Source: an optimization exercise on an open RTL-to-GDS flow (aim: small area). Production flows keep margins and buffers that such runs may drop.
In this exercise RTL edits were held to simulation tests only and were not proved equivalent to the original.
Power figures rest on the tool's default switching activity, not on a simulated workload.

### design/flow/flow/run.sh
#!/bin/bash
# Layout flow: the standard ORFS flow (standard.sh) with these changes:
#  - synthesis is the standard one except for its final ABC mapping, which uses an
#    area-oriented script (flow/abc_area.script); registers are not touched by ABC
#  - after synthesis, adder cells with an unused output are swapped for the smaller
#    cell of the same function on the used output (flow/shrink_adders.py)
#  - ports are buffered with sky130_fd_sc_hd__buf_1
#  - clock tree synthesis uses clusters of up to 30 sinks and inserts no dummy loads
# Every tool's output goes to a log in this folder (ORFS's own logs are under orfs/logs).
set -euo pipefail
W=$(pwd)
rm -rf "$W/scripts_area"
cp -r "$FLOW_HOME/scripts" "$W/scripts_area"
cp "$W/flow/abc_area.script" "$W/scripts_area/abc_area.script"
RES="$W/orfs/results/sky130hd/MazeRunner/base"
ARGS=(
  SCRIPTS_DIR="$W/scripts_area"
  SKIP_REPAIR_TIE_FANOUT=1
  "BUFFER_PORTS_ARGS=-buffer_cell sky130_fd_sc_hd__buf_1"
  "CTS_ARGS=-sink_clustering_enable -repair_clock_nets -sink_clustering_size 30 -sink_clustering_max_diameter 100 -buf_list {sky130_fd_sc_hd__clkbuf_4 sky130_fd_sc_hd__clkbuf_16} -sink_clustering_buffer sky130_fd_sc_hd__clkbuf_16 -root_buf sky130_fd_sc_hd__clkbuf_4 -tree_buf sky130_fd_sc_hd__clkbuf_4 -dont_use_dummy_load"
)
bash standard.sh "${ARGS[@]}" "$RES/1_2_yosys.v" > synth_make.log 2>&1
cp "$RES/1_2_yosys.v" "$W/1_2_yosys_before_shrink.v.txt"
python3 "$W/flow/shrink_adders.py" "$RES/1_2_yosys.v" > shrink_adders.log 2>&1
python3 "$W/flow/fa_polarity.py" "$RES/1_2_yosys.v" > fa_polarity.log 2>&1
bash standard.sh "${ARGS[@]}" finish > flow_make.log 2>&1
### design/flow/flow/abc_area.script
strash
dch -f
amap
strash
dch -f
amap
topo
stime -c
### design/flow/flow/fa_polarity.py
#!/usr/bin/env python3
"""Remove inverters around full adder cells by flipping their polarity.

A full adder is self-dual: fa(~a, ~b, ~c) gives ~sum and ~cout. So a
sky130_fd_sc_hd__fa_1 whose inputs are mostly inverted signals can instead read
the uninverted signals, provided its outputs are inverted for their readers.
This pass flips full adders one at a time, greedily, whenever that lowers the
number of inverter cells, and repeats until no flip helps.
Usage: fa_polarity.py netlist.v   (rewrites the file in place)"""
import re, sys, collections

path = sys.argv[1]
text = open(path).read()
inst_re = re.compile(r'(sky130_fd_sc_hd__\w+)\s+(\\\S+\s|\S+)\s*\((.*?)\);', re.S)
pin_re = re.compile(r'\.(\w+)\(\s*(.*?)\s*\)(?=\s*[,)]|\s*$)', re.S)
INV = ('sky130_fd_sc_hd__inv_1', 'sky130_fd_sc_hd__clkinv_1')
OUTS = {'X', 'Y', 'Q', 'Q_N', 'SUM', 'COUT', 'HI', 'LO'}

head_end = None
cells = []   # dicts: type, name, pins(list of [pin, net])
pieces = []
last = 0
for m in inst_re.finditer(text):
    pieces.append(text[last:m.start()])
    pieces.append(len(cells))
    cells.append({'type': m.group(1), 'name': m.group(2).strip(),
                  'pins': [[p, n.strip()] for p, n in pin_re.findall(m.group(3))]})
    last = m.end()
pieces.append(text[last:])

# nets that are read outside cells (assign / output statements) are fixed
fixed = set()
rest = ''.join(p for p in pieces if isinstance(p, str))
for stmt in re.findall(r'^\s*(?:assign|output)\b.*?;', rest, re.M | re.S):
    for tok in re.findall(r'(\\\S+|[A-Za-z_][\w$]*(?:\[\d+\])?)', stmt):
        fixed.add(tok.strip())
    for hi, lo, nm in re.findall(r'output\s+(?:\[(\d+):(\d+)\]\s*)?(\w+)', stmt):
        if hi:
            for i in range(int(lo), int(hi) + 1):
                fixed.add('%s[%d]' % (nm, i))
        else:
            fixed.add(nm)

def index():
    drv = {}
    rd = collections.defaultdict(list)
    for i, c in enumerate(cells):
        if c is None:
            continue
        for k, (p, n) in enumerate(c['pins']):
            if not n:
                continue
            if p in OUTS:
                drv[n] = (i, k)
            else:
                rd[n].append((i, k))
    return drv, rd

counter = [0]
def new_net():
    counter[0] += 1
    return 'fapol_n%d' % counter[0]

def is_inv(i):
    return cells[i] is not None and cells[i]['type'] in INV

def inv_in(i):
    return cells[i]['pins'][[p for p, _ in cells[i]['pins']].index('A')][1]

def inv_out(i):
    return cells[i]['pins'][[p for p, _ in cells[i]['pins']].index('Y')][1]

def evaluate(i, drv, rd):
    """inverter-count change if fa i is flipped (negative is better)"""
    c = cells[i]
    delta = 0
    for p, n in c['pins']:
        if p in ('A', 'B', 'CIN'):
            d = drv.get(n)
            if d and is_inv(d[0]):
                # reads an inverter output: read the inverter's input instead;
                # the inverter goes if this was its only reader
                if len(rd[n]) == 1 and n not in fixed:
                    delta -= 1
            else:
                # needs the complement: reuse an inverter of n if there is one
                if not any(is_inv(j) for j, _ in rd.get(n, [])):
                    delta += 1
        elif p in ('SUM', 'COUT') and n:
            readers = rd.get(n, [])
            if not readers and n not in fixed:
                continue
            invs = [j for j, _ in readers if is_inv(j)]
            others = len(readers) - len(invs)
            delta -= len(invs)
            if others or n in fixed:
                delta += 1
    return delta

def flip(i, drv, rd):
    c = cells[i]
    for pin in c['pins']:
        p, n = pin
        if p in ('A', 'B', 'CIN'):
            d = drv.get(n)
            if d and is_inv(d[0]):
                j = d[0]
                pin[1] = inv_in(j)
                if len(rd[n]) == 1 and n not in fixed:
                    cells[j] = None
            else:
                for j, _ in rd.get(n, []):
                    if is_inv(j):
                        pin[1] = inv_out(j)
                        break
                else:
                    o = new_net()
                    cells.append({'type': 'sky130_fd_sc_hd__clkinv_1', 'name': 'fapol_i%d' % counter[0],
                                  'pins': [['A', n], ['Y', o]]})
                    pieces.insert(-1, len(cells) - 1)
                    pin[1] = o
        elif p in ('SUM', 'COUT') and n:
            readers = rd.get(n, [])
            if not readers and n not in fixed:
                continue
            invs = [j for j, _ in readers if is_inv(j)]
            others = [(j, k) for j, k in readers if not is_inv(j)]
            if others or n in fixed:
                # the fa now drives the complement on a new net; an inverter
                # restores n for the other readers
                m = new_net()
                pin[1] = m
                cells.append({'type': 'sky130_fd_sc_hd__clkinv_1', 'name': 'fapol_i%d' % counter[0],
                              'pins': [['A', m], ['Y', n]]})
                pieces.insert(-1, len(cells) - 1)
                for j in invs:
                    # their readers take the fa output directly
                    on = inv_out(j)
                    for jj, kk in rd.get(on, []):
                        cells[jj]['pins'][kk][1] = m
                    if on in fixed:
                        # keep the net name alive with an assign-free buffer: not expected
                        raise SystemExit('inverter output is a port: ' + on)
                    cells[j] = None
            else:
                # every reader is an inverter: the fa output takes over their nets
                if len(invs) == 1:
                    j = invs[0]
                    pin[1] = inv_out(j)
                    cells[j] = None
                else:
                    m = n
                    for j in invs:
                        on = inv_out(j)
                        if on in fixed:
                            raise SystemExit('inverter output is a port: ' + on)
                        for jj, kk in rd.get(on, []):
                            cells[jj]['pins'][kk][1] = m
                        cells[j] = None

def n_inv():
    return sum(1 for c in cells if c is not None and c['type'] in INV)

start = n_inv()
flips = 0
while True:
    drv, rd = index()
    best = None
    for i, c in enumerate(cells):
        if c is not None and c['type'] == 'sky130_fd_sc_hd__fa_1':
            d = evaluate(i, drv, rd)
            if d < 0 and (best is None or d < best[0]):
                best = (d, i)
    if best is None:
        break
    before = n_inv()
    flip(best[1], drv, rd)
    flips += 1
    if n_inv() >= before:
        raise SystemExit('flip did not help: internal error')

def fmt(n):
    return n + ' ' if n.startswith('\\') else n

out = []
declared = set()
for p in pieces:
    if isinstance(p, str):
        out.append(p)
    else:
        c = cells[p]
        if c is None:
            continue
        out.append('%s %s (%s);' % (c['type'], fmt(c['name']),
                   ', '.join('.%s(%s)' % (pp, fmt(nn)) for pp, nn in c['pins'])))
res = ''.join(out)
# declare the new nets
newnets = sorted(set(re.findall(r'fapol_n\d+', res)))
if newnets:
    res = re.sub(r'(module\s+\w+\s*\([^;]*\);)', lambda m: m.group(1) + '\n' + ''.join('  wire %s;\n' % n for n in newnets), res, count=1)
open(path, 'w').write(res)
print('inverters: %d -> %d after %d full adder flips' % (start, n_inv(), flips))
### design/flow/flow/shrink_adders.py
#!/usr/bin/env python3
"""Replace adder cells that have an unused output with a smaller cell of the
same function on the used output:
  fa_1 with SUM unused  -> maj3_1 (X = majority(A, B, CIN))
  ha_1 with COUT unused -> xor2_1 (X = A ^ B)
  ha_1 with SUM unused  -> and2_1 (X = A & B)
Usage: shrink_adders.py netlist.v  (rewrites the file in place)"""
import re, sys, collections

path = sys.argv[1]
text = open(path).read()
inst_re = re.compile(r'(sky130_fd_sc_hd__\w+)\s+(\\\S+\s|\S+)\s*\((.*?)\);', re.S)
pin_re = re.compile(r'\.(\w+)\(\s*(.*?)\s*\)(?=\s*[,)]|\s*$)', re.S)

def pins(body):
    return [(p, n.strip()) for p, n in pin_re.findall(body)]

OUTS = {'X', 'Y', 'Q', 'Q_N', 'SUM', 'COUT', 'HI', 'LO'}
uses = collections.Counter()
insts = list(inst_re.finditer(text))
for m in insts:
    for p, n in pins(m.group(3)):
        if p not in OUTS and n:
            uses[n] += 1
# nets read outside cell instances (assigns, ports)
rest = inst_re.sub('', text)
for stmt in re.findall(r'^\s*(?:assign|output)\b.*?;', rest, re.M | re.S):
    for tok in re.findall(r'(\\\S+|[A-Za-z_][\w$]*(?:\[\d+\])?)', stmt):
        uses[tok.strip()] += 1
    for tok in re.findall(r'output\s+(?:\[(\d+):(\d+)\]\s*)?(\w+)', stmt):
        hi, lo, nm = tok
        if hi:
            for i in range(int(lo), int(hi) + 1):
                uses['%s[%d]' % (nm, i)] += 1

def fmt(n):
    # escaped identifiers need a terminating space
    return n + ' ' if n.startswith('\\') else n

def used(n):
    return bool(n) and uses[n] > 0

out = []
last = 0
counts = collections.Counter()
for m in insts:
    cell, name, body = m.group(1), m.group(2), m.group(3)
    pm = dict(pins(body))
    new = None
    if cell == 'sky130_fd_sc_hd__fa_1' and not used(pm.get('SUM', '')) and used(pm.get('COUT', '')):
        new = 'sky130_fd_sc_hd__maj3_1 %s (.A(%s), .B(%s), .C(%s), .X(%s));' % (fmt(name.strip()), fmt(pm['A']), fmt(pm['B']), fmt(pm['CIN']), fmt(pm['COUT']))
    elif cell == 'sky130_fd_sc_hd__ha_1' and not used(pm.get('COUT', '')) and used(pm.get('SUM', '')):
        new = 'sky130_fd_sc_hd__xor2_1 %s (.A(%s), .B(%s), .X(%s));' % (fmt(name.strip()), fmt(pm['A']), fmt(pm['B']), fmt(pm['SUM']))
    elif cell == 'sky130_fd_sc_hd__ha_1' and not used(pm.get('SUM', '')) and used(pm.get('COUT', '')):
        new = 'sky130_fd_sc_hd__and2_1 %s (.A(%s), .B(%s), .X(%s));' % (fmt(name.strip()), fmt(pm['A']), fmt(pm['B']), fmt(pm['COUT']))
    if new:
        out.append(text[last:m.start()]); out.append(new); last = m.end()
        counts[cell + ' -> ' + new.split()[0]] += 1
out.append(text[last:])
open(path, 'w').write(''.join(out))
for k, v in sorted(counts.items()):
    print('%4d  %s' % (v, k))
### design/flow/standard.sh
#!/bin/bash
# synth_recipe.tcl (not shown) runs the flow's synth.tcl, then flattens the netlist and writes it again
# the make line also repeats each setting of config.mk as NAME=value (left out here)
make -C /OpenROAD-flow-scripts/flow DESIGN_CONFIG=/design/flow/config.mk WORK_HOME=/design/flow/orfs CLKGATE_MAP_FILE= SYNTH_SCRIPT=/design/flow/synth_recipe.tcl "${@:-finish}"
### design/flow/config.mk
export PLATFORM = sky130hd
export DESIGN_NAME = MazeRunner
export DESIGN_NICKNAME = MazeRunner
export VERILOG_FILES = /design/flow/design.v
export SDC_FILE = /design/flow/constraint.sdc
export NUM_CORES = 4
export LEC_CHECK = 0
export ABC_AREA = 1
export CAP_MARGIN = 10
export CORE_MARGIN = 2
export CORE_UTILIZATION = 55
export PLACE_DENSITY = 0.7
export SLEW_MARGIN = 10
### design/flow/constraint.sdc
create_clock -name core_clock -period 10.0 [get_ports {clk}]
set_input_delay 2.0000 -clock core_clock [delete_from_list [all_inputs] [get_ports {clk}]]
set_output_delay 2.0000 -clock core_clock [all_outputs]
set_load 0.01 [all_outputs]
### design/flow/design.v
module rst_synch(clk, rst_n, RST_n);
  input RST_n, clk;
  output rst_n;
  reg ff1, ff2;
  always_ff @(negedge clk, negedge RST_n)
    if (!RST_n) begin
      ff1 <= 1'b0;
      ff2 <= 1'b0;
    end else begin
      ff1 <= 1'b1;
      ff2 <= ff1;
    end
  assign rst_n = ff2;
endmodule
module mtr_drv(clk, rst_n, lft_duty, rght_duty, DIRL, DIRR, PWML, PWMR);
  input clk, rst_n;
  input [11:0] lft_duty, rght_duty;
  output PWML, PWMR, DIRL, DIRR;
  reg [10:0] cnt;
  reg PWML, PWMR;
  assign DIRR = rght_duty[11];
  assign DIRL = lft_duty[11];
  wire [10:0] abs_rght = DIRR ? ~rght_duty[10:0] : rght_duty[10:0];
  wire [10:0] abs_lft  = DIRL ? ~lft_duty[10:0]  : lft_duty[10:0];
  wire [10:0] cnt_inc;
  wire lt_r, lt_l;
  inc #(11) iCNT(.a(cnt), .s(cnt_inc));
  ltu #(11) iLTR(.a(cnt), .b(abs_rght), .lt(lt_r));
  ltu #(11) iLTL(.a(cnt), .b(abs_lft), .lt(lt_l));
  always_ff @(posedge clk, negedge rst_n)
    if (!rst_n) begin
      cnt  <= 11'h000;
      PWMR <= 1'b0;
      PWML <= 1'b0;
    end else begin
      cnt  <= cnt_inc;
      PWMR <= lt_r;
      PWML <= lt_l;
    end
endmodule
module rca #(parameter W = 8) (input [W-1:0] a, input [W-1:0] b, input ci, output [W-1:0] s, output co);
  wire [W:0] c;
  assign c[0] = ci;
  genvar i;
  generate
    for (i = 0; i < W; i = i + 1) begin : bit_
      assign s[i] = a[i] ^ b[i] ^ c[i];
      assign c[i+1] = (a[i] & b[i]) | (a[i] & c[i]) | (b[i] & c[i]);
    end
  endgenerate
  assign co = c[W];
endmodule
module inc #(parameter W = 8) (input [W-1:0] a, output [W-1:0] s);
  wire [W:0] c;
  assign c[0] = 1'b1;
  genvar i;
  generate
    for (i = 0; i < W; i = i + 1) begin : bit_
      assign s[i] = a[i] ^ c[i];
      assign c[i+1] = a[i] & c[i];
    end
  endgenerate
endmodule
module ltu #(parameter W = 8) (input [W-1:0] a, input [W-1:0] b, output lt);
  wire [W:0] c;
  assign c[0] = 1'b0;
  genvar i;
  generate
    for (i = 0; i < W; i = i + 1) begin : bit_
      assign c[i+1] = (~a[i] & b[i]) | (~a[i] & c[i]) | (b[i] & c[i]);
    end
  endgenerate
  assign lt = c[W];
endmodule
module csa #(parameter W = 8) (input [W-1:0] a, input [W-1:0] b, input [W-1:0] c, output [W-1:0] s, output [W-1:0] cy);
  assign s = a ^ b ^ c;
  wire [W-1:0] m = (a & b) | (a & c) | (b & c);
  assign cy = {m[W-2:0], 1'b0};
endmodule
module IR_intf(clk, rst_n, MISO, SS_n, SCLK, MOSI, IR_en, line_present, error, err_vld);
  input clk, rst_n, MISO;
  output SS_n, SCLK, MOSI, IR_en;
  output reg line_present;
  output reg [15:0] error;
  output err_vld;
  localparam [2:0] IDLE = 3'd0, WAIT_TMR = 3'd1, SETTLE = 3'd2, START = 3'd3, CONV = 3'd4;
  reg [2:0] state;
  reg [13:0] tmr;		 
  reg [2:0] chnnl;
  reg [11:0] sh;		 
  reg flag;			 
  reg acc;			 
  reg [11:0] ring [0:6];
  wire s_idle   = (state == IDLE);
  wire s_wait   = (state == WAIT_TMR);
  wire s_settle = (state == SETTLE);
  wire s_start  = (state == START);
  wire s_conv   = (state == CONV);
  wire gap   = ~tmr[9] & ~tmr[8];
  wire xfer  = s_conv & ~gap;
  wire w2    = s_conv & gap & tmr[0] & ~tmr[11];	 
  wire cmplt = s_conv & gap & tmr[0] & tmr[11];	 
  wire last  = &chnnl;
  wire ir_vld = cmplt & last;
  wire smpl  = xfer & (tmr[4:0] == 5'b01111);
  assign SS_n = ~xfer;
  assign SCLK = ~xfer | tmr[4];
  assign MOSI = ((tmr[8:5] == 4'd2) & chnnl[2]) | ((tmr[8:5] == 4'd3) & chnnl[1]) | ((tmr[8:5] == 4'd4) & chnnl[0]);
  assign IR_en = s_settle | s_start | (s_conv & ~ir_vld);
  always_ff @(posedge clk, negedge rst_n)
    if (!rst_n)
      state <= IDLE;
    else case (state)
      IDLE:     state <= WAIT_TMR;
      WAIT_TMR: if (&tmr) state <= SETTLE;
      SETTLE:   if (&tmr[10:0]) state <= START;
      START:    state <= CONV;
      CONV:     if (cmplt) state <= last ? IDLE : START;
      default:  state <= IDLE;
    endcase
  wire [13:0] tmr_inc;
  inc #(14) iTMR(.a(tmr), .s(tmr_inc));
  always_ff @(posedge clk)
    if (s_idle)
      tmr <= 14'h0000;
    else if (s_start)
      tmr <= 14'h01F7;
    else if (w2)
      tmr <= 14'h05F7;
    else
      tmr <= tmr_inc;
  always_ff @(posedge clk)
    if (s_settle)
      chnnl <= 3'b000;
    else if (cmplt)
      chnnl <= {chnnl[2] ^ (chnnl[1] & chnnl[0]), chnnl[1] ^ chnnl[0], ~chnnl[0]};
  always_ff @(posedge clk)
    if (smpl)
      sh <= {sh[10:0], ~MISO};
  wire gt = (|sh[11:7]) | (sh[6] & (|sh[5:0]));
  always_ff @(posedge clk, negedge rst_n)
    if (!rst_n)
      flag <= 1'b0;
    else if (cmplt)
      flag <= gt | (flag & ~last);
  always_ff @(posedge clk, negedge rst_n)
    if (!rst_n)
      line_present <= 1'b0;
    else if (ir_vld)
      line_present <= flag;
  wire [2:0] selp = {tmr[3] ^ (tmr[2] & tmr[1]), tmr[2] ^ tmr[1], ~tmr[1]};
  wire [2:0] sel = s_idle ? 3'd0 : selp;
  wire en = acc & (s_idle | (s_wait & tmr[0]));
  assign err_vld = acc & s_wait & (tmr[3:1] == 3'b111);
  wire sub = sel[0];
  always_ff @(posedge clk, negedge rst_n)
    if (!rst_n)
      acc <= 1'b0;
    else if (ir_vld)
      acc <= 1'b1;
    else if (err_vld)
      acc <= 1'b0;
  wire wr = s_start & (chnnl != 3'd0);
  wire use_sh = wr | (acc & (sel == 3'd7));
  wire [11:0] x = use_sh ? sh : ring[0];
  always_ff @(posedge clk) begin
    ring[0] <= ring[1]; ring[1] <= ring[2]; ring[2] <= ring[3];
    ring[3] <= ring[4]; ring[4] <= ring[5]; ring[5] <= ring[6];
    ring[6] <= x;
  end
  reg [14:0] xs;
  always_comb
    case (sel[2:1])
      2'd0: xs = {3'b000, x};
      2'd1: xs = {2'b00, x, 1'b0};
      2'd2: xs = {1'b0, x, 2'b00};
      default: xs = {x, 3'b000};
    endcase
  wire [15:0] op = {1'b0, xs} ^ {16{sub}};
  wire [15:0] err_nxt;
  wire err_co;
  rca #(16) iACC(.a(error), .b(op), .ci(sub), .s(err_nxt), .co(err_co));
  always_ff @(posedge clk)
    if (ir_vld)
      error <= 16'h0000;
    else if (en)
      error <= err_nxt;
endmodule
module PID(lft_speed, rght_speed, moving, err_sat, err_vld, go, line_present, clk, rst_n);
	output [11:0] lft_speed;
	output [11:0] rght_speed;
	output wire moving;
	input [10:0] err_sat;	 
	input err_vld, go, line_present;
	input clk, rst_n;
	reg [4:0] frwrd;
	wire [4:0] frwrd_inc;
	inc #(5) iFRW(.a(frwrd), .s(frwrd_inc));
	always_ff @(posedge clk)
		if (!go)
			frwrd <= 5'h00;
		else if (err_vld && ~&frwrd[4:3])
			frwrd <= frwrd_inc;
	assign moving = frwrd[4] | frwrd[3] | (frwrd[2] & (frwrd[1] | frwrd[0]));
	reg [10:0] err_sat_flopped, prev_err;
	always_ff @(posedge clk)
		if (err_vld) begin
			err_sat_flopped <= err_sat;
			prev_err <= err_sat_flopped;
		end
	wire [10:0] D_diff;
	wire d_co;
	rca #(11) iDD(.a(err_sat), .b(~prev_err), .ci(1'b1), .s(D_diff), .co(d_co));
	wire [7:0] D_diff_sat = (!D_diff[10] && |D_diff[9:7]) ? 8'h7f :
	                        (D_diff[10] && ~&D_diff[9:7]) ? 8'h80 :
	                        D_diff[7:0];
	reg [15:0] integrator;
	reg prev_line;
	wire [15:0] ext_err_sat = {{5{err_sat[10]}}, err_sat};
	wire [15:0] temp_sum;
	wire i_co;
	rca #(16) iINT(.a(integrator), .b(ext_err_sat), .ci(1'b0), .s(temp_sum), .co(i_co));
	wire overflow = (ext_err_sat[15] == integrator[15]) && (ext_err_sat[15] != temp_sum[15]);
	wire res_sel = (~prev_line & line_present) | ~go | ~moving;
	always_ff @(posedge clk) begin
		prev_line <= line_present;
		if (res_sel)
			integrator <= 16'h0000;
		else if (err_vld && !overflow)
			integrator <= temp_sum;
	end
	wire [14:0] e15 = {{4{err_sat[10]}}, err_sat};
	wire [14:0] I_term = {{5{integrator[15]}}, integrator[15:6]};
	wire [14:0] u_s, u_c, u;
	wire u_co;
	csa #(15) iU1(.a({e15[12:0], 2'b00}), .b({e15[13:0], 1'b0}), .c(I_term), .s(u_s), .cy(u_c));
	rca #(15) iU2(.a(u_s), .b(u_c), .ci(1'b0), .s(u), .co(u_co));
	wire [11:0] d12 = {{4{D_diff_sat[7]}}, D_diff_sat};
	wire [11:0] d7, PID_s;
	wire c1, c2;
	rca #(12) iD7(.a({d12[8:0], 3'b000}), .b(~d12), .ci(1'b1), .s(d7), .co(c1));
	rca #(12) iV2(.a(u[14:3]), .b(d7), .ci(1'b0), .s(PID_s), .co(c2));
	reg [11:0] PID_q;
	always_ff @(posedge clk)
		PID_q <= PID_s;
	wire [11:0] PID = go ? PID_q : 12'h000;
	wire [11:0] F = {2'b00, frwrd, 5'b00000};
	wire [11:0] PIDm = moving ? PID : 12'h000;
	wire l_co, r_co;
	rca #(12) iL(.a(F), .b(PIDm), .ci(1'b0), .s(lft_speed), .co(l_co));
	rca #(12) iR(.a(F), .b(~PIDm), .ci(1'b1), .s(rght_speed), .co(r_co));
endmodule
module cmd_proc(clk,rst_n,BMPL_n,BMPR_n,go,err_opn_lp,line_present,buzz,RX);
input clk,rst_n,BMPL_n,BMPR_n,RX,line_present;
output logic go;
output logic buzz;
output logic [10:0] err_opn_lp;
reg [12:0] baud_cnt;
reg [3:0] bit_cnt;
reg [7:0] rx_data;
reg RX_meta, RX_stable, RX_prev;
reg rx_busy;
reg rx_rdy;
wire rx_start = ~rx_busy & ~RX_stable & RX_prev;
wire rx_shift = &baud_cnt;
wire rx_done = rx_busy & (bit_cnt == 4'h9);
always_ff @(posedge clk) begin
	RX_meta <= RX;
	RX_stable <= RX_meta;
	RX_prev <= RX_stable;
end
localparam [12:0] BAUD_SEED = 13'h1475;
always_ff @(posedge clk)
	if (rx_start | rx_shift)
		baud_cnt <= BAUD_SEED;
	else
		baud_cnt <= {baud_cnt[11:0], baud_cnt[12] ^ baud_cnt[11] ^ baud_cnt[10] ^ baud_cnt[7]};
always_ff @(posedge clk)
	if (rx_start)
		bit_cnt <= 4'h0;
	else if (rx_shift)
		bit_cnt <= {bit_cnt[3] ^ (&bit_cnt[2:0]), bit_cnt[2] ^ (&bit_cnt[1:0]), bit_cnt[1] ^ bit_cnt[0], ~bit_cnt[0]};
always_ff @(posedge clk)
	if (rx_shift & ~bit_cnt[3])
		rx_data <= {RX_stable, rx_data[7:1]};
always_ff @(posedge clk, negedge rst_n)
	if (!rst_n)
		rx_busy <= 1'b0;
	else if (rx_start)
		rx_busy <= 1'b1;
	else if (rx_done)
		rx_busy <= 1'b0;
always_ff @(posedge clk)
	rx_rdy <= rx_done;
reg [15:0] cmd;
reg byte2;
reg cmd_rdy;
logic cap_cmd;
always_ff @(posedge clk)
	if (rx_rdy)
		cmd <= {cmd[7:0], rx_data};
always_ff @(posedge clk, negedge rst_n)
	if (!rst_n)
		byte2 <= 1'b0;
	else if (rx_rdy)
		byte2 <= ~byte2;
always_ff @(posedge clk, negedge rst_n)
	if (!rst_n)
		cmd_rdy <= 1'b0;
	else if (cap_cmd)
		cmd_rdy <= 1'b0;
	else if (rx_rdy & byte2)
		cmd_rdy <= 1'b1;
localparam [2:0] IDLE = 3'd0, READY = 3'd1, VEER = 3'd2, LP1 = 3'd3, LP2 = 3'd4, RST_LP = 3'd5, BUZZ = 3'd6;
reg [2:0] state;
reg [15:0] cmd_shft_reg;
reg last_veer_right;
reg [20:0] tmr;
reg [14:0] buzz_cntr;
logic nxt_cmd, en_buzz, rst_tmr;
logic [2:0] next_state;
wire bump = ~BMPL_n | ~BMPR_n;
localparam [20:0] TMR_SEED1 = 21'h1530aa;
localparam [20:0] TMR_SEED2 = 21'h155400;
wire tmr_done = &tmr;
wire REV_tmr1 = tmr_done;
wire REV_tmr2 = tmr_done;
wire csr_hold = ~cap_cmd & ~nxt_cmd;
wire csr_shft = ~cap_cmd & nxt_cmd;
always_ff @(posedge clk)
	cmd_shft_reg <= ({16{cap_cmd}} & cmd) | ({16{csr_shft}} & {2'b00, cmd_shft_reg[15:2]}) | ({16{csr_hold}} & cmd_shft_reg);
always_ff @(posedge clk, negedge rst_n)
	if (!rst_n)
		last_veer_right <= 1'b0;
	else if (nxt_cmd)
		last_veer_right <= cmd_shft_reg[0];
always_ff @(posedge clk)
	if (rst_tmr)
		tmr <= (state == LP1) ? TMR_SEED2 : TMR_SEED1;
	else
		tmr <= {tmr[19:0], tmr[20] ^ tmr[18]};
wire [14:0] buzz_c, buzz_nxt;
assign buzz_c[0] = en_buzz;
assign buzz_nxt[0] = buzz_cntr[0] ^ en_buzz;
genvar gi;
generate
	for (gi = 1; gi < 15; gi = gi + 1) begin : bz
		assign buzz_c[gi] = buzz_c[gi-1] & buzz_cntr[gi-1];
		assign buzz_nxt[gi] = buzz_cntr[gi] ^ buzz_c[gi];
	end
endgenerate
always_ff @(posedge clk, negedge rst_n)
	if (!rst_n)
		buzz_cntr <= 15'h0000;
	else
		buzz_cntr <= buzz_nxt;
assign buzz = buzz_cntr[14];
always_ff @(posedge clk, negedge rst_n)
	if (!rst_n)
		state <= IDLE;
	else
		state <= next_state;
always_comb begin
	next_state = state;
	nxt_cmd = 0;
	cap_cmd = 0;
	err_opn_lp = 11'h000;
	go = 0;
	rst_tmr = 0;
	en_buzz = 0;
	case (state)
	IDLE: if (cmd_rdy && line_present) begin
			next_state = READY;
			cap_cmd = 1;
			go = 1;
		end
	READY: begin
		rst_tmr = 1;
		if (line_present) begin
			if (bump) begin
				en_buzz = 1;
				next_state = BUZZ;
			end else
				go = 1;
		end else if (cmd_shft_reg[1:0] == 2'b11)
			next_state = LP1;
		else if (|cmd_shft_reg[1:0]) begin
			go = 1;
			next_state = VEER;
		end else
			next_state = IDLE;
	end
	VEER: begin
		go = 1;
		err_opn_lp = cmd_shft_reg[0] ? 11'h340 : 11'h4c0;
		if (line_present) begin
			nxt_cmd = 1;
			next_state = READY;
		end
	end
	LP1: if (!REV_tmr1) begin
			go = 1;
			err_opn_lp = last_veer_right ? 11'h1e0 : 11'h620;
		end else begin
			rst_tmr = 1;
			next_state = LP2;
		end
	LP2: begin
		go = 1;
		if (!REV_tmr2)
			err_opn_lp = last_veer_right ? 11'h480 : 11'h380;
		else
			next_state = RST_LP;
	end
	RST_LP: begin
		go = 1;
		if (line_present) begin
			nxt_cmd = 1;
			next_state = READY;
		end
	end
	BUZZ: if (bump)
			en_buzz = 1;
		else
			next_state = READY;
	default: next_state = IDLE;
	endcase
end
endmodule
module MazeRunner(clk,RST_n,SS_n,MOSI,MISO,SCLK,PWMR,PWML,
                  DIRR,DIRL,IR_EN,BMPL_n,BMPR_n,buzz,
				  buzz_n,RX,LED);
  input clk;		 
  input RST_n;		 
  output SS_n;		 
  output MOSI;		 
  output SCLK;		 
  input MISO;		 
  output PWMR;		 
  output PWML;		 
  output DIRR;		 
  output DIRL;		 
  output IR_EN;		 
  input BMPL_n;		 
  input BMPR_n;		 
  output buzz;		 
  output buzz_n;
  input RX;			 
  output [7:0] LED;	 
  wire rst_n;
  wire line_present, err_vld, go, moving;
  wire [15:0] err_raw;
  wire [10:0] err_opn_lp;
  wire [11:0] lft_spd, rght_spd;
  rst_synch iRST(.clk(clk), .RST_n(RST_n), .rst_n(rst_n));
  mtr_drv iDRV(.clk(clk), .rst_n(rst_n), .lft_duty(lft_spd), .rght_duty(rght_spd),
               .DIRL(DIRL), .DIRR(DIRR), .PWML(PWML), .PWMR(PWMR));
  IR_intf iINTF(.clk(clk), .rst_n(rst_n), .MISO(MISO), .SS_n(SS_n), .SCLK(SCLK), .MOSI(MOSI),
                .IR_en(IR_EN), .line_present(line_present), .error(err_raw), .err_vld(err_vld));
  cmd_proc iCMDPROC(.clk(clk), .rst_n(rst_n), .BMPL_n(BMPL_n), .BMPR_n(BMPR_n), .go(go),
                    .err_opn_lp(err_opn_lp), .line_present(line_present), .buzz(buzz), .RX(RX));
  assign buzz_n = ~buzz;
  wire [10:0] raw_sat = (!err_raw[15] && |err_raw[14:10]) ? 11'h3ff :
                        (err_raw[15] && ~&err_raw[14:10]) ? 11'h400 :
                        err_raw[10:0];
  wire [10:0] err_sat = line_present ? raw_sat : err_opn_lp;
  PID iPID(.clk(clk), .rst_n(rst_n), .lft_speed(lft_spd), .rght_speed(rght_spd), .moving(moving),
           .err_sat(err_sat), .err_vld(err_vld), .go(go), .line_present(line_present));
  assign LED = 8'h00;
endmodule
==> results.sh, run 1 <==
export IMPL_outcome="complete, no violations"
export IMPL_use_met2=0.323
export IMPL_drt_initial_drc_count=402
export IMPL_cts_sink_count=310
export IMPL_cell_seen_most_often_among_critical_path_stages="fa_2"
export IMPL_antenna_left=0
export IMPL_dieWidth_um=157
export IMPL_drive_gt1_frac=0.0789
export IMPL_netlist_area_sq_um=13000
export IMPL_clkTransAtPathRegs_ns=0.11
export IMPL_whs_ns=0.303
export IMPL_critPathLaunchType="flip-flop"
export IMPL_placed_cell_area_sq_um=13700
export IMPL_cts_buffers_inserted=14
export IMPL_nNetsFinal=1389
export IMPL_buffers_added_on_ports=15
export IMPL_pre_cts_ws_ns=-0.164
export IMPL_clk_path_buf_depth=3
export IMPL_placed_cells_incl_taps=1545
export IMPL_first_global_vias=8114
export IMPL_power_per_cell_area_nw_per_um2=136
export IMPL_firstDrtPassIters=5
export IMPL_total_leakage_power_nw=5.44
export IMPL_filler_cell_count=1933
export IMPL_skew_ns=0.0738
export IMPL_hold_depth=0
export IMPL_syn_instance_count=1176
export IMPL_gp_routability_congestion=0.823
export IMPL_largest_register="iINTF.ring"
export IMPL_initial_utilization=0.555
export IMPL_floorplan_die_area_sq_um=24800
export IMPL_cp_arrival_ns=10.12
export IMPL_via_per_inst=5.19
export IMPL_antenna_found_initial=1
export IMPL_final_util=0.605
export IMPL_cpMaxStageDelayCell="fa_2"
export IMPL_final_design_area_no_fill_sq_um=14100
export IMPL_gr_usage_met3=0.0226
export IMPL_grt_max_degree=42
export IMPL_dp_hpwl_um=15900
export IMPL_worst_slack_ns=0.494
export IMPL_detailroute_via_count=8102
export IMPL_routed_wl_um=21300
export IMPL_largest_reg_flops=84
export IMPL_portion_of_the_clock_cycle_consumed_by_the_worst_path_in_the_final_layout=0.951
export IMPL_crit_path_max_incr_delay_ns=0.39
export IMPL_synth_nets=1321
export IMPL_total_power_mw=1.92
export IMPL_largest_registers="iINTF.ring: 84 flops, iCMDPROC.tmr: 21 flops"
export IMPL_worstSetupPathType="flip-flop to flip-flop"
export IMPL_crit_family="adder cells"
export IMPL_fmaxAchievable_mhz=105
export IMPL_ys_warn_count=6
export IMPL_htree_num_levels=1
export IMPL_critPathCaptureType="flip-flop"
export IMPL_report_final_setup_viol=0
export IMPL_post_route_min_period_ns=9.51
export IMPL_cts_tree="yes"
export IMPL_timing_slew_headroom=0.330
export IMPL_multi_input_area_sq_um=5400
export IMPL_die_height_um=157
export IMPL_timing_critical_path_buf_inv=4
export IMPL_tns_ns=0
export IMPL_core_rowCount=56
export IMPL_most_congested_layer_reported_by_global_routing="met2"
export IMPL_cts_root_buffer_cell="clkbuf_4"
export IMPL_drc=0
export IMPL_skew_pair_late_insertion_delay_ns=0.68
export IMPL_worstSetupPathDepth=38
export IMPL_cp_data_required_time_ns=10.61
export IMPL_crit_fanout=3
export IMPL_grtUsageMet1=0.240
export IMPL_slew_at_the_pin_with_the_worst_max_slew_slack_ns=1.00
export IMPL_core_area_sq_um=23300
export IMPL_max_cap_viol_count=0
export IMPL_mean_routed_wirelength_per_cell_um=13.6
export IMPL_postSynthAreaPerCell_sq_um=11.0
export IMPL_vdd_ir_drop_max_mv=0.177
export IMPL_areaGrowthSynthToFinish_pct=8.97
export IMPL_finalMaxSlewViolations=0
export IMPL_top_level_ports=24
export IMPL_ff_latch_area_sq_um=7010
export IMPL_grt_pass1_wl_um=37100
export IMPL_report_final_hold_viol_count=0
export IMPL_ff2ff_path_depth=38
export IMPL_track_usage=0.182
export IMPL_postCtsHoldBufs=0
export IMPL_overflow=0
export IMPL_instances_no_fill=1562
export IMPL_holdCritPathClass="flip-flop to flip-flop"
## final cells by class
type | instances | share of cell area
inverter | 162 | 0.0432
sequential | 310 | 0.496
clock buffer | 14 | 0.0211
timing repair buffer | 61 | 0.0284
tap | 319 | 0.0283
multi-input combinational | 695 | 0.383
antenna | 1 | 0.000177
## repair_timing
item / CTS / global route
pin swaps: 6 / 7
endpoints found under the hold margin: 0 / 0
setup buffers: 2 / 0
resized for setup: 7 / 14
setup endpoints to repair: 1 / 2
## power by group
group | internal, mW | switching, mW | leakage, nW
Sequential | 1.30 | 0.0163 | 2.75
Combinational | 0.0188 | 0.0193 | 2.55
Clock | 0.211 | 0.356 | 0.149
## layout by cell type, fill, tap and decap left out, drive strengths merged, types with 3 or more instances in the layout
cell type and n:
a211oi 12, a21oi 66, a221oi 8, a222oi 14, a22oi 7, a31oi 6
and2 6, buf 61, clkbuf 14, clkinv 157, dfrtp 41, dfxtp 209
edfxtp 58, fa 81, ha 58, inv 5, nand2 78, nand3 8
nand4 9, nor2 146, nor2b 22, nor3 11, nor4 6, o21a 7
o21ai 65, o221ai 11, o22a 13, o22ai 21, o32ai 3, or2 13
or3 4
## final timing paths
path	to	start	slack [ns]
max	iPID.PID_q[11]	iINTF.error[14]	0.49
min reg2reg	iRST.ff2	iRST.ff1	0.30
max in group asynchronous	iRST.ff1	RST_n	3.82
min in group asynchronous	iCMDPROC.buzz_cntr[11]	iRST.ff2	5.32
max reg2reg	iPID.PID_q[11]	iINTF.error[14]	0.49
min	iRST.ff2	iRST.ff1	0.30
## metal layers
metal  up-vias  share of wire  routed length [um]
met1      3867           0.47               10000
met5         -              0                   0
li1       4118              -                   -
met4         0          0.015                 319
met3        28          0.029                 613
met2        89           0.49               10400
==> run 2, diff against run 1 <==
--- a/design/flow/design.v
+++ b/design/flow/design.v
@@ -210,8 +210,17 @@
 		end
-	wire [10:0] D_diff;
-	wire d_co;
-	rca #(11) iDD(.a(err_sat), .b(~prev_err), .ci(1'b1), .s(D_diff), .co(d_co));
-	wire [7:0] D_diff_sat = (!D_diff[10] && |D_diff[9:7]) ? 8'h7f :
-	                        (D_diff[10] && ~&D_diff[9:7]) ? 8'h80 :
-	                        D_diff[7:0];
+	wire [6:0] D_lo;
+	wire c7;
+	rca #(7) iDL(.a(err_sat[6:0]), .b(~prev_err[6:0]), .ci(1'b1), .s(D_lo), .co(c7));
+	wire [3:0] D_hi0, D_hi1;
+	wire h0_co, h1_co;
+	rca #(4) iDH0(.a(err_sat[10:7]), .b(~prev_err[10:7]), .ci(1'b0), .s(D_hi0), .co(h0_co));
+	rca #(4) iDH1(.a(err_sat[10:7]), .b(~prev_err[10:7]), .ci(1'b1), .s(D_hi1), .co(h1_co));
+	wire pos0 = !D_hi0[3] && |D_hi0[2:0];
+	wire neg0 = D_hi0[3] && ~&D_hi0[2:0];
+	wire pos1 = !D_hi1[3] && |D_hi1[2:0];
+	wire neg1 = D_hi1[3] && ~&D_hi1[2:0];
+	wire d_pos = c7 ? pos1 : pos0;
+	wire d_neg = c7 ? neg1 : neg0;
+	wire d_b7 = c7 ? D_hi1[0] : D_hi0[0];
+	wire [7:0] D_diff_sat = d_pos ? 8'h7f : d_neg ? 8'h80 : {d_b7, D_lo};
 	reg [15:0] integrator;
@@ -246,7 +255,10 @@
 	wire [11:0] PID = go ? PID_q : 12'h000;
-	wire [11:0] F = {2'b00, frwrd, 5'b00000};
 	wire [11:0] PIDm = moving ? PID : 12'h000;
 	wire l_co, r_co;
-	rca #(12) iL(.a(F), .b(PIDm), .ci(1'b0), .s(lft_speed), .co(l_co));
-	rca #(12) iR(.a(F), .b(~PIDm), .ci(1'b1), .s(rght_speed), .co(r_co));
+	assign lft_speed[4:0] = PIDm[4:0];
+	rca #(7) iL(.a({2'b00, frwrd}), .b(PIDm[11:5]), .ci(1'b0), .s(lft_speed[11:5]), .co(l_co));
+	wire [4:0] pl = PIDm[4:0];
+	wire [4:0] pl_nz = {|pl[3:0], |pl[2:0], |pl[1:0], pl[0], 1'b0};
+	assign rght_speed[4:0] = pl ^ pl_nz;
+	rca #(7) iR(.a({2'b00, frwrd}), .b(~PIDm[11:5]), .ci(~|pl), .s(rght_speed[11:5]), .co(r_co));
 endmodule
==> run 2 against run 1 <==
Effect of this change:
- core utilization fell by 0.83 points
- sequential power barely moved
- synthesized cell count fell by 2.6%
- via count fell by 2.5%
- design area fell by 1.4%
- critical path depth fell by 4
- clock-buffer cell count did not move
- non-clock buffer count fell by 20
- worst setup slack got worse by 0.029 ns
- area after synthesis rose by 0.42%
- critical path type unchanged
- largest cell class unchanged
- largest power group unchanged
- highest routed layer unchanged
==> results.sh, run 2 <==
export IMPL_dp_hpwl_um=15900
export IMPL_critPathLaunchType="flip-flop"
export IMPL_die_height_um=158
export IMPL_top_level_ports=24
export IMPL_cts_sink_count=310
export IMPL_drc=0
export IMPL_total_power_mw=1.92
export IMPL_cts_root_buffer_cell="clkbuf_4"
export IMPL_final_util=0.597
export IMPL_synth_nets=1292
export IMPL_critPathCaptureType="flip-flop"
export IMPL_report_final_hold_viol_count=0
export IMPL_largest_reg_flops=84
export IMPL_worstSetupPathType="flip-flop to flip-flop"
export IMPL_worst_r2r_endpoint="iPID.PID_q[11]"
export IMPL_htree_num_levels=1
export IMPL_crit_fanout=7
export IMPL_drive_gt1_frac=0.0411
export IMPL_initial_utilization=0.558
export IMPL_outcome="complete, no violations"
export IMPL_holdCritStartpoint="iINTF.ring[4][11]"
export IMPL_most_common_cell_after_layout_fill_and_taps_aside="dfxtp_1"
export IMPL_regToRegStartpoint="iINTF.error[11]"
export IMPL_track_usage=0.178
export IMPL_clkTransAtPathRegs_ns=0.11
export IMPL_drt_initial_drc_count=522
export IMPL_buffers_added_on_ports=15
export IMPL_routed_wl_um=21200
export IMPL_fmaxAchievable_mhz=105
export IMPL_skew_pair_late_insertion_delay_ns=0.71
export IMPL_timing_slew_headroom=0.326
export IMPL_skew_ns=0.146
export IMPL_nNetsFinal=1341
export IMPL_cpMaxStageDelayCell="fa_1"
export IMPL_antenna_found_initial=1
export IMPL_cell_seen_most_often_among_critical_path_stages="fa_1"
export IMPL_post_route_min_period_ns=9.54
export IMPL_detailroute_via_count=7903
export IMPL_portion_of_the_clock_cycle_consumed_by_the_worst_path_in_the_final_layout=0.954
export IMPL_gp_routability_congestion=0.814
export IMPL_hold_depth=0
export IMPL_via_per_inst=5.23
export IMPL_finalMaxSlewViolations=0
export IMPL_slew_at_the_pin_with_the_worst_max_slew_slack_ns=1.01
export IMPL_overflow=0
export IMPL_reg2reg_slack_ns=0.46
export IMPL_crit_path_max_incr_delay_ns=0.45
export IMPL_largest_register="iINTF.ring"
export IMPL_mean_routed_wirelength_per_cell_um=14.0
export IMPL_holdPathEnd="iINTF.ring[3][11]"
export IMPL_grt_pass1_wl_um=36200
export IMPL_firstDrtPassIters=5
export IMPL_cp_data_required_time_ns=10.53
export IMPL_report_final_setup_viol=0
export IMPL_core_rowCount=56
export IMPL_clk_path_buf_depth=3
export IMPL_filler_cell_count=1903
export IMPL_dieWidth_um=158
export IMPL_vdd_ir_drop_max_mv=0.160
export IMPL_cp_arrival_ns=10.06
export IMPL_syn_instance_count=1145
export IMPL_ff_latch_area_sq_um=7000
export IMPL_antenna_left=0
export IMPL_power_per_cell_area_nw_per_um2=138
export IMPL_floorplan_die_area_sq_um=24900
export IMPL_areaGrowthSynthToFinish_pct=7.04
export IMPL_netlist_area_sq_um=13000
export IMPL_max_cap_viol_count=0
export IMPL_tns_ns=0
export IMPL_postSynthAreaPerCell_sq_um=11.4
export IMPL_most_used_cells_in_the_layout_excluding_fill_and_tap_cells="dfxtp_1, clkinv_1, nor2_1"
export IMPL_ff2ff_path_depth=34
export IMPL_core_area_sq_um=23300
export IMPL_largest_registers="iINTF.ring: 84 flops, iCMDPROC.tmr: 21 flops"
export IMPL_first_global_vias=7812
export IMPL_holdCritPathClass="flip-flop to flip-flop"
export IMPL_ys_warn_count=6
export IMPL_cts_buffers_inserted=14
export IMPL_grt_max_degree=42
export IMPL_total_leakage_power_nw=5.35
export IMPL_cts_tree="yes"
export IMPL_multi_input_area_sq_um=5360
export IMPL_setup_repair_after_global_routing_missed_its_margin="false"
-- run 2: what timing repair did --
action	CTS	global route
endpoints found under the setup margin	1	2
hold buffers	0	0
setup buffers	0	2
pin swaps	1	2
hold endpoints to repair	0	0
gates resized for setup	2	11
-- run 2: metal layers --
| layer | routed length [um] | track usage | vias to the layer above |
|---|---|---|---|
| met5 | 0 | 0 | - |
| met4 | 332 | 0.0342 | 0 |
| met3 | 513 | 0.0211 | 17 |
| met2 | 10300 | 0.315 | 91 |
| met1 | 10100 | 0.237 | 3767 |
| li1 | - | - | 4028 |
-- run 2: cell type report --
cell class | count | share of cell area
Sequential cell | 310 | 0.503
Multi-Input combinational cell | 663 | 0.385
Inverter | 164 | 0.0442
Tap cell | 319 | 0.0287
Clock buffer | 14 | 0.0214
Timing Repair Buffer | 41 | 0.0181
Antenna cell | 1 | 0.000180
-- run 2: worst max path at each step --
stage               slack [ns]  depth (start not counted)            start              end
floorplan                 0.51                         25   iINTF.state[0]  iINTF.error[15]
global placement          0.28                         34  iINTF.error[10]   iPID.PID_q[11]
detailed placement        0.02                         34  iINTF.error[10]   iPID.PID_q[11]
CTS                       0.02                         34  iINTF.error[11]   iPID.PID_q[11]
global route             0.007                         32  iINTF.error[13]   iPID.PID_q[11]
finish                    0.46                         34  iINTF.error[11]   iPID.PID_q[11]
-- run 2: per-stage QoR --
step | hold slack (ns) | cells | cell area, sq um | setup slack, ns
finish | 0.290 | 1512 | 13900 | 0.465
detailed placement | 0.298 | 1495 | 13600 | 0.0216
CTS | 0.290 | 1509 | 13900 | 0.0184
floorplan | 0.292 | 1145 | 13000 | 0.507
global placement | 0.301 | 1495 | 13600 | 0.280
global route | 0.293 | 1512 | 13900 | 0.00689
-- run 2: critical path, delay by kind of cell, from the launching register on --
kind | cells | cell delay [ns]
simple gates | 4 | 0.54
buf+inv | 4 | 0.41
flops | 1 | 0.34
fa+ha+maj | 18 | 7.07
compound gates | 8 | 1.00
-- run 2: power by group --
part / switching (mW) / internal, mW
registers: 0.0161 / 1.30
clock network: 0.352 / 0.210
logic: 0.0228 / 0.0223
total: 0.391 / 1.53
==> run 3, diff against run 2 <==
--- a/design/flow/config.mk
+++ b/design/flow/config.mk
@@ -11,2 +11,3 @@
 export CORE_UTILIZATION = 55
+export GPL_TIMING_DRIVEN = 0
 export PLACE_DENSITY = 0.7
==> run 3 against run 2 <==
Effect of this change:
- still clean
- register-to-register slack worse by 0.03 ns
- via count grew 0.43%
- routed wire length is 0.71% lower
- fmax fell by 0.33%
- flip-flop and latch count unchanged
- clock power is essentially flat
- synthesized cell count is the same
- worst setup slack got worse by 0.032 ns
- critical endpoint unchanged
- largest cell class unchanged
==> results.sh, run 3 <==
export IMPL_tns_ns=0
export IMPL_power_switching_fraction=0.202
export IMPL_switching_power_mw=0.388
export IMPL_nNetsFinal=1333
export IMPL_cts_buffers_inserted=14
export IMPL_mean_routed_wirelength_per_cell_um=14.0
export IMPL_buffers_added_on_ports=15
export IMPL_ys_warn_count=6
export IMPL_clk_path_buf_depth=3
export IMPL_holdCritPathClass="flip-flop to flip-flop"
export IMPL_first_global_vias=7862
export IMPL_hold_depth=0
export IMPL_synth_nets=1292
export IMPL_syn_instance_count=1145
export IMPL_pre_cts_ws_ns=-0.485
export IMPL_outcome="complete, no violations"
export IMPL_skew_pair_late_insertion_delay_ns=0.70
export IMPL_clkTransAtPathRegs_ns=0.11
export IMPL_top_level_ports=24
export IMPL_most_congested_layer_reported_by_global_routing="met2"
export IMPL_report_final_setup_viol=0
export IMPL_drt_initial_drc_count=446
export IMPL_postSynthAreaPerCell_sq_um=11.4
export IMPL_vdd_ir_drop_max_mv=0.156
export IMPL_power_frac_comb=0.025
export IMPL_final_util=0.600
export IMPL_finalMaxSlewViolations=0
export IMPL_cpMaxStageDelayCell="fa_1"
export IMPL_drc=0
export IMPL_cts_sink_count=310
export IMPL_netlist_area_sq_um=13000
export IMPL_most_used_cells_in_the_layout_excluding_fill_and_tap_cells="dfxtp_1, clkinv_1, nor2_1"
export IMPL_cts_tree="yes"
export IMPL_ff2ff_path_depth=34
export IMPL_internal_power_mw=1.54
export IMPL_cts_root_buffer_cell="clkbuf_4"
export IMPL_placed_cells_incl_taps=1484
export IMPL_floorplan_die_area_sq_um=24900
export IMPL_grt_pass1_wl_um=36600
export IMPL_timing_slew_headroom=0.194
export IMPL_worstSetupPathType="flip-flop to flip-flop"
export IMPL_htree_num_levels=1
export IMPL_max_cap_viol_count=0
export IMPL_slew_at_the_pin_with_the_worst_max_slew_slack_ns=1.20
export IMPL_crit_fanout=8
export IMPL_cp_arrival_ns=10.12
export IMPL_cell_seen_most_often_among_critical_path_stages="fa_1"
export IMPL_largest_reg_flops=84
export IMPL_critPathCaptureType="flip-flop"
export IMPL_core_rowCount=56
export IMPL_gr_usage_met3=0.0216
export IMPL_total_leakage_power_nw=5.34
export IMPL_power_per_cell_area_nw_per_um2=138
export IMPL_cp_data_required_time_ns=10.55
export IMPL_placed_cell_area_sq_um=13500
export IMPL_initial_utilization=0.558
export IMPL_overflow=0
export IMPL_largest_register="iINTF.ring"
export IMPL_dp_hpwl_um=15400
export IMPL_grt_max_degree=31
export IMPL_via_per_inst=5.28
export IMPL_critPathLaunchType="flip-flop"
export IMPL_largest_registers="iINTF.ring: 84 flops, iCMDPROC.tmr: 21 flops"
export IMPL_dieWidth_um=158
export IMPL_report_final_hold_viol_count=0
export IMPL_firstDrtPassIters=7
export IMPL_share_seq_of_total_power=0.685
export IMPL_final_design_area_no_fill_sq_um=14000
export IMPL_areaGrowthSynthToFinish_pct=7.55
export IMPL_clock_power_share=0.290
export IMPL_track_usage=0.178
export IMPL_detailroute_via_count=7937
export IMPL_worst_slack_ns=0.433
export IMPL_skew_ns=0.123
export IMPL_drive_gt1_frac=0.0498
export IMPL_post_route_min_period_ns=9.57
export IMPL_portion_of_the_clock_cycle_consumed_by_the_worst_path_in_the_final_layout=0.957
export IMPL_crit_path_max_incr_delay_ns=0.45
export IMPL_die_height_um=158
export IMPL_routed_wl_um=21100
export IMPL_use_met2=0.317
export IMPL_fmaxAchievable_mhz=105
export IMPL_antenna_found_initial=1
export IMPL_gp_routability_congestion=0.827
export IMPL_core_area_sq_um=23300
export IMPL_instances_no_fill=1504
export IMPL_antenna_left=0
export IMPL_most_common_cell_after_layout_fill_and_taps_aside="dfxtp_1"
export IMPL_grtUsageMet1=0.237
-- run 3: metal layers --
layer / share of wire / wire length [um] / vias up
met1: 0.46 / 9730 / 3799
met4: 0.018 / 370 / 0
li1: - / - / 4016
met3: 0.027 / 572 / 26
met5: 0 / 0 / -
met2: 0.49 / 10400 / 96
-- run 3: critical path, delay by kind of cell, from the launching register on --
| family | cells | cell delay (ns) |
|---|---|---|
| adder cells (fa/ha/maj) | 18 | 7.04 |
| AND/OR/NAND/NOR | 4 | 0.55 |
| buffers and inverters | 4 | 0.33 |
| flip-flops | 1 | 0.34 |
| AO/OA/AOI/OAI | 8 | 1.16 |
-- run 3: power by group through the flow --
stage / Clock [mW] / Sequential [mW] / Combinational [mW]
after global routing: 0.628 / 1.32 / 0.0580
after global placement: 0 / 1.35 / 0.0421
final: 0.559 / 1.32 / 0.0476
after floorplan: 0 / 1.34 / 0.0373
after CTS: 0.584 / 1.32 / 0.0487
after detailed placement: 0 / 1.35 / 0.0484
-- run 3: per-stage QoR --
step,hold slack (ns),power [mW]
2_1_floorplan,0.292,1.38
3_3_place_gp,0.292,1.39
3_5_place_dp,0.312,1.39
4_1_cts,0.286,1.95
5_1_grt,0.289,2.01
6_report,0.284,1.93
-- run 3: path summary, 6_finish.rpt --
| kind | start | endpoint | slack (ns) |
|---|---|---|---|
| max reg2reg | iINTF.error[10] | iPID.PID_q[11] | 0.43 |
| min | iINTF.ring[4][9] | iINTF.ring[3][9] | 0.28 |
| min in group asynchronous | iRST.ff2 | iCMDPROC.buzz_cntr[5] | 5.21 |
| min reg2reg | iINTF.ring[4][9] | iINTF.ring[3][9] | 0.28 |
| max in group asynchronous | RST_n | iRST.ff2 | 3.76 |
| max | iINTF.error[10] | iPID.PID_q[11] | 0.43 |
-- run 3: repair_timing --
item / 4_1_cts / 5_1_grt
endpoints found under the setup margin: 4 / 4
resized for setup: 17 / 14
hold buffers: 0 / 0
setup buffers: 2 / 1
endpoints found under the hold margin: 0 / 0
pin swaps: 4 / 4
-- run 3: final cells by class --
class	instances	area [sq um]
Tap cell	319	399
Buffer	8	60.1
Clock buffer	14	298
Fill cell	1919	9340
Timing Repair Buffer	25	154
Multi-Input combinational cell	663	5440
Inverter	164	637
Antenna cell	1	2.50
Sequential cell	310	7000
==> run 4, diff against run 3 <==
--- a/design/flow/flow/run.sh
+++ b/design/flow/flow/run.sh
@@ -18,2 +18,3 @@
   SKIP_REPAIR_TIE_FANOUT=1
+  GPL_KEEP_OVERFLOW=0
   "BUFFER_PORTS_ARGS=-buffer_cell sky130_fd_sc_hd__buf_1"
--- a/design/flow/config.mk
+++ b/design/flow/config.mk
@@ -11,3 +11,2 @@
 export CORE_UTILIZATION = 55
-export GPL_TIMING_DRIVEN = 0
 export PLACE_DENSITY = 0.7
==> run 4 against run 3 <==
Effect of this change:
- largest cell class unchanged
- routed wire length rose by 0.27%
- critical path depth is 2 lower
- first-iteration DRC count down 0.90%
- core utilization fell by 0.56 points
- via count shrank 0.62%
- largest power group unchanged
==> results.sh, run 4 <==
export IMPL_outcome="complete, no violations"
export IMPL_core_rowCount=56
export IMPL_die_height_um=158
export IMPL_htree_num_levels=1
export IMPL_filler_cell_count=1902
export IMPL_ys_warn_count=6
export IMPL_floorplan_die_area_sq_um=24900
export IMPL_clkTransAtPathRegs_ns=0.11
export IMPL_synth_nets=1292
export IMPL_clock_power_share=0.290
export IMPL_setup_repair_after_global_routing_missed_its_margin="true"
export IMPL_netlist_area_sq_um=13000
export IMPL_timing_slew_headroom=0.206
export IMPL_skew_pair_late_insertion_delay_ns=0.66
export IMPL_finalMaxSlewViolations=0
export IMPL_antenna_found_initial=1
export IMPL_via_per_inst=5.29
export IMPL_crit_path_max_incr_delay_ns=0.59
export IMPL_clk_path_buf_depth=3
export IMPL_cp_arrival_ns=10.33
export IMPL_largest_reg_flops=84
export IMPL_vdd_ir_drop_max_mv=0.172
export IMPL_critPathCaptureType="flip-flop"
export IMPL_areaGrowthSynthToFinish_pct=6.54
export IMPL_cts_sink_count=310
export IMPL_track_usage=0.176
export IMPL_total_leakage_power_nw=5.24
export IMPL_dp_hpwl_um=16000
export IMPL_power_per_cell_area_nw_per_um2=139
export IMPL_grt_max_degree=31
export IMPL_power_frac_comb=0.024
export IMPL_share_seq_of_total_power=0.686
export IMPL_most_common_cell_after_layout_fill_and_taps_aside="dfxtp_1"
export IMPL_cts_tree="yes"
export IMPL_cp_data_required_time_ns=10.58
export IMPL_skew_ns=0.0730
export IMPL_max_cap_viol_count=0
export IMPL_detailroute_via_count=7888
export IMPL_largest_registers="iINTF.ring: 84 flops, iCMDPROC.tmr: 21 flops"
export IMPL_antenna_left=0
export IMPL_cts_post_setup_buffers_inserted=0
export IMPL_portion_of_the_clock_cycle_consumed_by_the_worst_path_in_the_final_layout=0.975
export IMPL_report_final_setup_viol=0
export IMPL_cell_seen_most_often_among_critical_path_stages="fa_1"
export IMPL_drt_initial_drc_count=442
export IMPL_drc=0
export IMPL_postSynthAreaPerCell_sq_um=11.4
export IMPL_cts_buffers_inserted=14
export IMPL_report_final_hold_viol_count=0
export IMPL_core_area_sq_um=23300
export IMPL_drive_gt1_frac=0.0291
export IMPL_cts_root_buffer_cell="clkbuf_4"
export IMPL_syn_instance_count=1145
export IMPL_placed_cell_area_sq_um=13500
export IMPL_final_design_area_no_fill_sq_um=13900
export IMPL_fmaxAchievable_mhz=103
export IMPL_routed_wl_um=21100
export IMPL_mean_routed_wirelength_per_cell_um=14.2
export IMPL_worstSetupPathType="flip-flop to flip-flop"
export IMPL_firstDrtPassIters=5
export IMPL_dieWidth_um=158
export IMPL_critPathLaunchType="flip-flop"
export IMPL_slew_at_the_pin_with_the_worst_max_slew_slack_ns=1.19
export IMPL_top_level_ports=24
export IMPL_cpMaxStageDelayCell="a31oi_1"
export IMPL_internal_power_mw=1.54
export IMPL_post_route_min_period_ns=9.75
export IMPL_power_switching_fraction=0.202
export IMPL_most_used_cells_in_the_layout_excluding_fill_and_tap_cells="dfxtp_1, clkinv_1, nor2_1"
export IMPL_grt_pass1_wl_um=36100
export IMPL_first_global_vias=7818
export IMPL_buffers_added_on_ports=15
export IMPL_switching_power_mw=0.389
export IMPL_nNetsFinal=1319
export IMPL_postCtsHoldBufs=0
export IMPL_initial_utilization=0.558
export IMPL_largest_register="iINTF.ring"
export IMPL_holdCritPathClass="flip-flop to flip-flop"
export IMPL_tns_ns=0
export IMPL_crit_fanout=8
export IMPL_overflow=0
export IMPL_final_util=0.594
export IMPL_gp_routability_congestion=0.825
[run 4: final cells by class]
type                            count  area [sq um]  share of cell area
Timing Repair Buffer               19           126             0.00912
Tap cell                          319           399              0.0288
Antenna cell                        2          5.00            0.000361
Multi-Input combinational cell    663          5410               0.390
Inverter                          164           619              0.0447
Clock buffer                       14           298              0.0215
Sequential cell                   310          7000               0.505
[run 4: critical path, delay by kind of cell (launching register included)]
kind                     cells  cell delay (ns)
AO/OA/AOI/OAI                8             1.66
buffers and inverters        4             0.46
adder cells (fa/ha/maj)     18             7.09
AND/OR/NAND/NOR              2             0.10
flip-flops                   1             0.34
[run 4: path summary, 6_finish.rpt]
path	startpoint	to	slack [ns]	cells past startpoint
max	iINTF.error[11]	iPID.PID_q[11]	0.25	32
min	iINTF.ring[3][11]	iINTF.ring[2][11]	0.27	0
max reg2reg	iINTF.error[11]	iPID.PID_q[11]	0.25	32
min reg2reg	iINTF.ring[3][11]	iINTF.ring[2][11]	0.27	0
max in group asynchronous	RST_n	iRST.ff1	3.77	1
min in group asynchronous	iRST.ff2	iCMDPROC.buzz_cntr[11]	5.19	0
[run 4: power by group through the flow]
stage	clock network, mW	registers, mW	logic, mW
finish	0.558	1.32	0.0459
global route	0.621	1.32	0.0555
CTS	0.582	1.32	0.0471
detailed placement	0	1.35	0.0460
global placement	0	1.35	0.0399
floorplan	0	1.34	0.0373
[run 4: timing repair]
item	in CTS	in global routing
setup endpoints to repair	2	3
pin swaps	0	1
resized for setup	5	11
[run 4: routing by layer]
metal	track usage	up-vias	part of all wire
li1	-	3994	-
met1	0.234	3787	0.47
met2	0.310	75	0.48
met3	0.0194	32	0.023
met4	0.0459	0	0.022
met5	0	-	0
[run 4: metrics by stage]
| stage | hold WS, ns | cells | setup slack (ns) | total power [mW] |
|---|---|---|---|---|
| after floorplan | 0.292 | 1145 | 0.507 | 1.38 |
| after global placement | 0.295 | 1471 | -1.22 | 1.39 |
| final | 0.271 | 1491 | 0.252 | 1.92 |
| after detailed placement | 0.312 | 1475 | -0.152 | 1.39 |
| after CTS | 0.273 | 1489 | 0.0510 | 1.95 |
| after global routing | 0.272 | 1491 | -0.212 | 2.00 |
==> run 5, diff against run 4 <==
--- a/design/flow/flow/run.sh
+++ b/design/flow/flow/run.sh
@@ -4,6 +4,10 @@
 #    area-oriented script (flow/abc_area.script); registers are not touched by ABC
-#  - after synthesis, adder cells with an unused output are swapped for the smaller
-#    cell of the same function on the used output (flow/shrink_adders.py)
+#  - after synthesis, two netlist passes, both keeping every register as it is:
+#    flow/shrink_adders.py swaps adder cells with an unused output for the smaller
+#    cell of the same function, and flow/fa_polarity.py flips full adders between
+#    inverted and plain inputs where that removes inverters
+#  - the constant-0 LED outputs share one tie cell (SKIP_REPAIR_TIE_FANOUT)
 #  - ports are buffered with sky130_fd_sc_hd__buf_1
-#  - clock tree synthesis uses clusters of up to 30 sinks and inserts no dummy loads
+#  - clock tree synthesis: clusters of up to 30 sinks on clkbuf_16 leaf buffers,
+#    clkbuf_4 for the root and the branch above the leaves, no dummy loads
 # Every tool's output goes to a log in this folder (ORFS's own logs are under orfs/logs).
@@ -18,3 +22,2 @@
   SKIP_REPAIR_TIE_FANOUT=1
-  GPL_KEEP_OVERFLOW=0
   "BUFFER_PORTS_ARGS=-buffer_cell sky130_fd_sc_hd__buf_1"
==> run 5 against run 4 <==
Effect of this change:
- first-iteration DRC count increased by 18%
- power hardly changed
- area after synthesis unchanged
- routed wire length up 0.44%
- still clean
- die area is the same
- global-route usage grew 0.12 points
- critical endpoint unchanged
- largest cell class unchanged
==> results.sh, run 5 <==
export IMPL_outcome="complete, no violations"
export IMPL_largest_register="iINTF.ring"
export IMPL_largest_registers="iINTF.ring: 84 flops, iCMDPROC.tmr: 21 flops"
export IMPL_largest_reg_flops=84
export IMPL_grt_pass1_wl_um=36200
export IMPL_postSynthAreaPerCell_sq_um=11.4
export IMPL_critPathLaunchType="flip-flop"
export IMPL_cp_data_required_time_ns=10.53
export IMPL_cpMaxStageDelayCell="fa_1"
export IMPL_clkTransAtPathRegs_ns=0.11
export IMPL_track_usage=0.178
export IMPL_timing_critical_path_buf_inv=4
export IMPL_share_seq_of_total_power=0.685
export IMPL_holdCritPathClass="flip-flop to flip-flop"
export IMPL_ys_warn_count=6
export IMPL_internal_power_mw=1.53
export IMPL_overflow=0
export IMPL_synth_nets=1292
export IMPL_hold_depth=0
export IMPL_cts_sink_count=310
export IMPL_die_height_um=158
export IMPL_detailroute_via_count=7903
export IMPL_routed_wl_um=21200
export IMPL_mean_routed_wirelength_per_cell_um=14.0
export IMPL_skew_ns=0.146
export IMPL_first_global_vias=7812
export IMPL_top_level_ports=24
export IMPL_buffers_added_on_ports=15
export IMPL_power_per_cell_area_nw_per_um2=138
export IMPL_crit_fanout=7
export IMPL_vdd_ir_drop_max_mv=0.160
export IMPL_grt_max_degree=42
export IMPL_report_final_setup_viol=0
export IMPL_via_per_inst=5.23
export IMPL_drc=0
export IMPL_worstSetupPathDepth=34
export IMPL_syn_instance_count=1145
export IMPL_most_used_cells_in_the_layout_excluding_fill_and_tap_cells="dfxtp_1, clkinv_1, nor2_1"
export IMPL_drt_initial_drc_count=522
export IMPL_drive_gt1_frac=0.0411
export IMPL_fmaxAchievable_mhz=105
export IMPL_switching_power_mw=0.391
export IMPL_crit_family="adder cells"
export IMPL_final_design_area_no_fill_sq_um=13900
export IMPL_firstDrtPassIters=5
export IMPL_nNetsFinal=1341
export IMPL_ff2ff_path_depth=34
export IMPL_cts_root_buffer_cell="clkbuf_4"
export IMPL_dieWidth_um=158
export IMPL_antenna_left=0
export IMPL_instances_no_fill=1512
export IMPL_clock_power_share=0.292
export IMPL_antenna_found_initial=1
export IMPL_core_area_sq_um=23300
export IMPL_slew_at_the_pin_with_the_worst_max_slew_slack_ns=1.01
export IMPL_cts_buffers_inserted=14
export IMPL_ff_latch_area_sq_um=7000
export IMPL_skew_pair_late_insertion_delay_ns=0.71
export IMPL_tns_ns=0
export IMPL_portion_of_the_clock_cycle_consumed_by_the_worst_path_in_the_final_layout=0.954
export IMPL_floorplan_die_area_sq_um=24900
export IMPL_most_common_cell_after_layout_fill_and_taps_aside="dfxtp_1"
export IMPL_multi_input_area_sq_um=5360
export IMPL_finalMaxSlewViolations=0
export IMPL_filler_cell_count=1903
export IMPL_worstSetupPathType="flip-flop to flip-flop"
export IMPL_timing_slew_headroom=0.326
export IMPL_cp_arrival_ns=10.06
export IMPL_whs_ns=0.290
export IMPL_post_route_min_period_ns=9.54
export IMPL_initial_utilization=0.558
export IMPL_htree_num_levels=1
export IMPL_total_power_mw=1.92
export IMPL_placed_cells_incl_taps=1495
export IMPL_cts_tree="yes"
export IMPL_power_switching_fraction=0.203
export IMPL_crit_path_max_incr_delay_ns=0.45
export IMPL_placed_cell_area_sq_um=13600
export IMPL_netlist_area_sq_um=13000
export IMPL_cell_seen_most_often_among_critical_path_stages="fa_1"
export IMPL_dp_hpwl_um=15900
export IMPL_power_frac_comb=0.023
export IMPL_total_leakage_power_nw=5.35
export IMPL_areaGrowthSynthToFinish_pct=7.04
export IMPL_setup_repair_after_global_routing_missed_its_margin="false"
export IMPL_clk_path_buf_depth=3
export IMPL_gp_routability_congestion=0.814
export IMPL_report_final_hold_viol_count=0
export IMPL_max_cap_viol_count=0
export IMPL_critPathCaptureType="flip-flop"
export IMPL_core_rowCount=56
[run 5: layout make-up]
| cell class | count | area share |
|---|---|---|
| multi-input cells | 663 | 0.385 |
| diodes | 1 | 0.000180 |
| repair buffers | 41 | 0.0181 |
| clock buffers | 14 | 0.0214 |
| inverters | 164 | 0.0442 |
| flip-flops and latches | 310 | 0.503 |
| well taps | 319 | 0.0287 |
[run 5: final timing paths]
check                                       start                 end  slack [ns]
worst max register to register    iINTF.error[11]      iPID.PID_q[11]        0.46
worst max-delay path              iINTF.error[11]      iPID.PID_q[11]        0.46
worst min register to register  iINTF.ring[4][11]   iINTF.ring[3][11]        0.29
max in group asynchronous                   RST_n            iRST.ff2        3.76
worst min-delay path            iINTF.ring[4][11]   iINTF.ring[3][11]        0.29
min in group asynchronous                iRST.ff2  iINTF.line_present        5.24
[run 5: power by group through the flow]
stage | Sequential (mW) | Clock (mW) | Combinational, mW
3_3_place_gp | 1.35 | 0 | 0.0435
4_1_cts | 1.32 | 0.583 | 0.0462
5_1_grt | 1.32 | 0.623 | 0.0539
3_5_place_dp | 1.35 | 0 | 0.0454
2_1_floorplan | 1.34 | 0 | 0.0373
6_report | 1.32 | 0.562 | 0.0451
[run 5: metrics by stage]
step                 util  worst slack [ns]
floorplan               -             0.507
global placement    0.582             0.280
detailed placement  0.582            0.0216
CTS                 0.595            0.0184
global route        0.597           0.00689
finish              0.597             0.465
[run 5: layer usage]
metal	GRT usage	vias to the layer above	share of wire
met4	0.0342	0	0.016
met5	0	-	0
met3	0.0211	17	0.024
met2	0.315	91	0.48
li1	-	4028	-
met1	0.237	3767	0.48
[run 5: worst reg2reg max path, delay by kind of cell (launching register included)]
family          cells  cell delay (ns)
fa+ha+maj          18             7.07
compound gates      8             1.00
simple gates        4             0.54
buf+inv             4             0.41
flops               1             0.34
[run 5: what timing repair did]
action | 4_1_cts | 5_1_grt
hold buffers | 0 | 0
pin swaps | 1 | 2
buffers inserted | 0 | 2
endpoints found under the setup margin | 1 | 2
gates resized for setup | 2 | 11
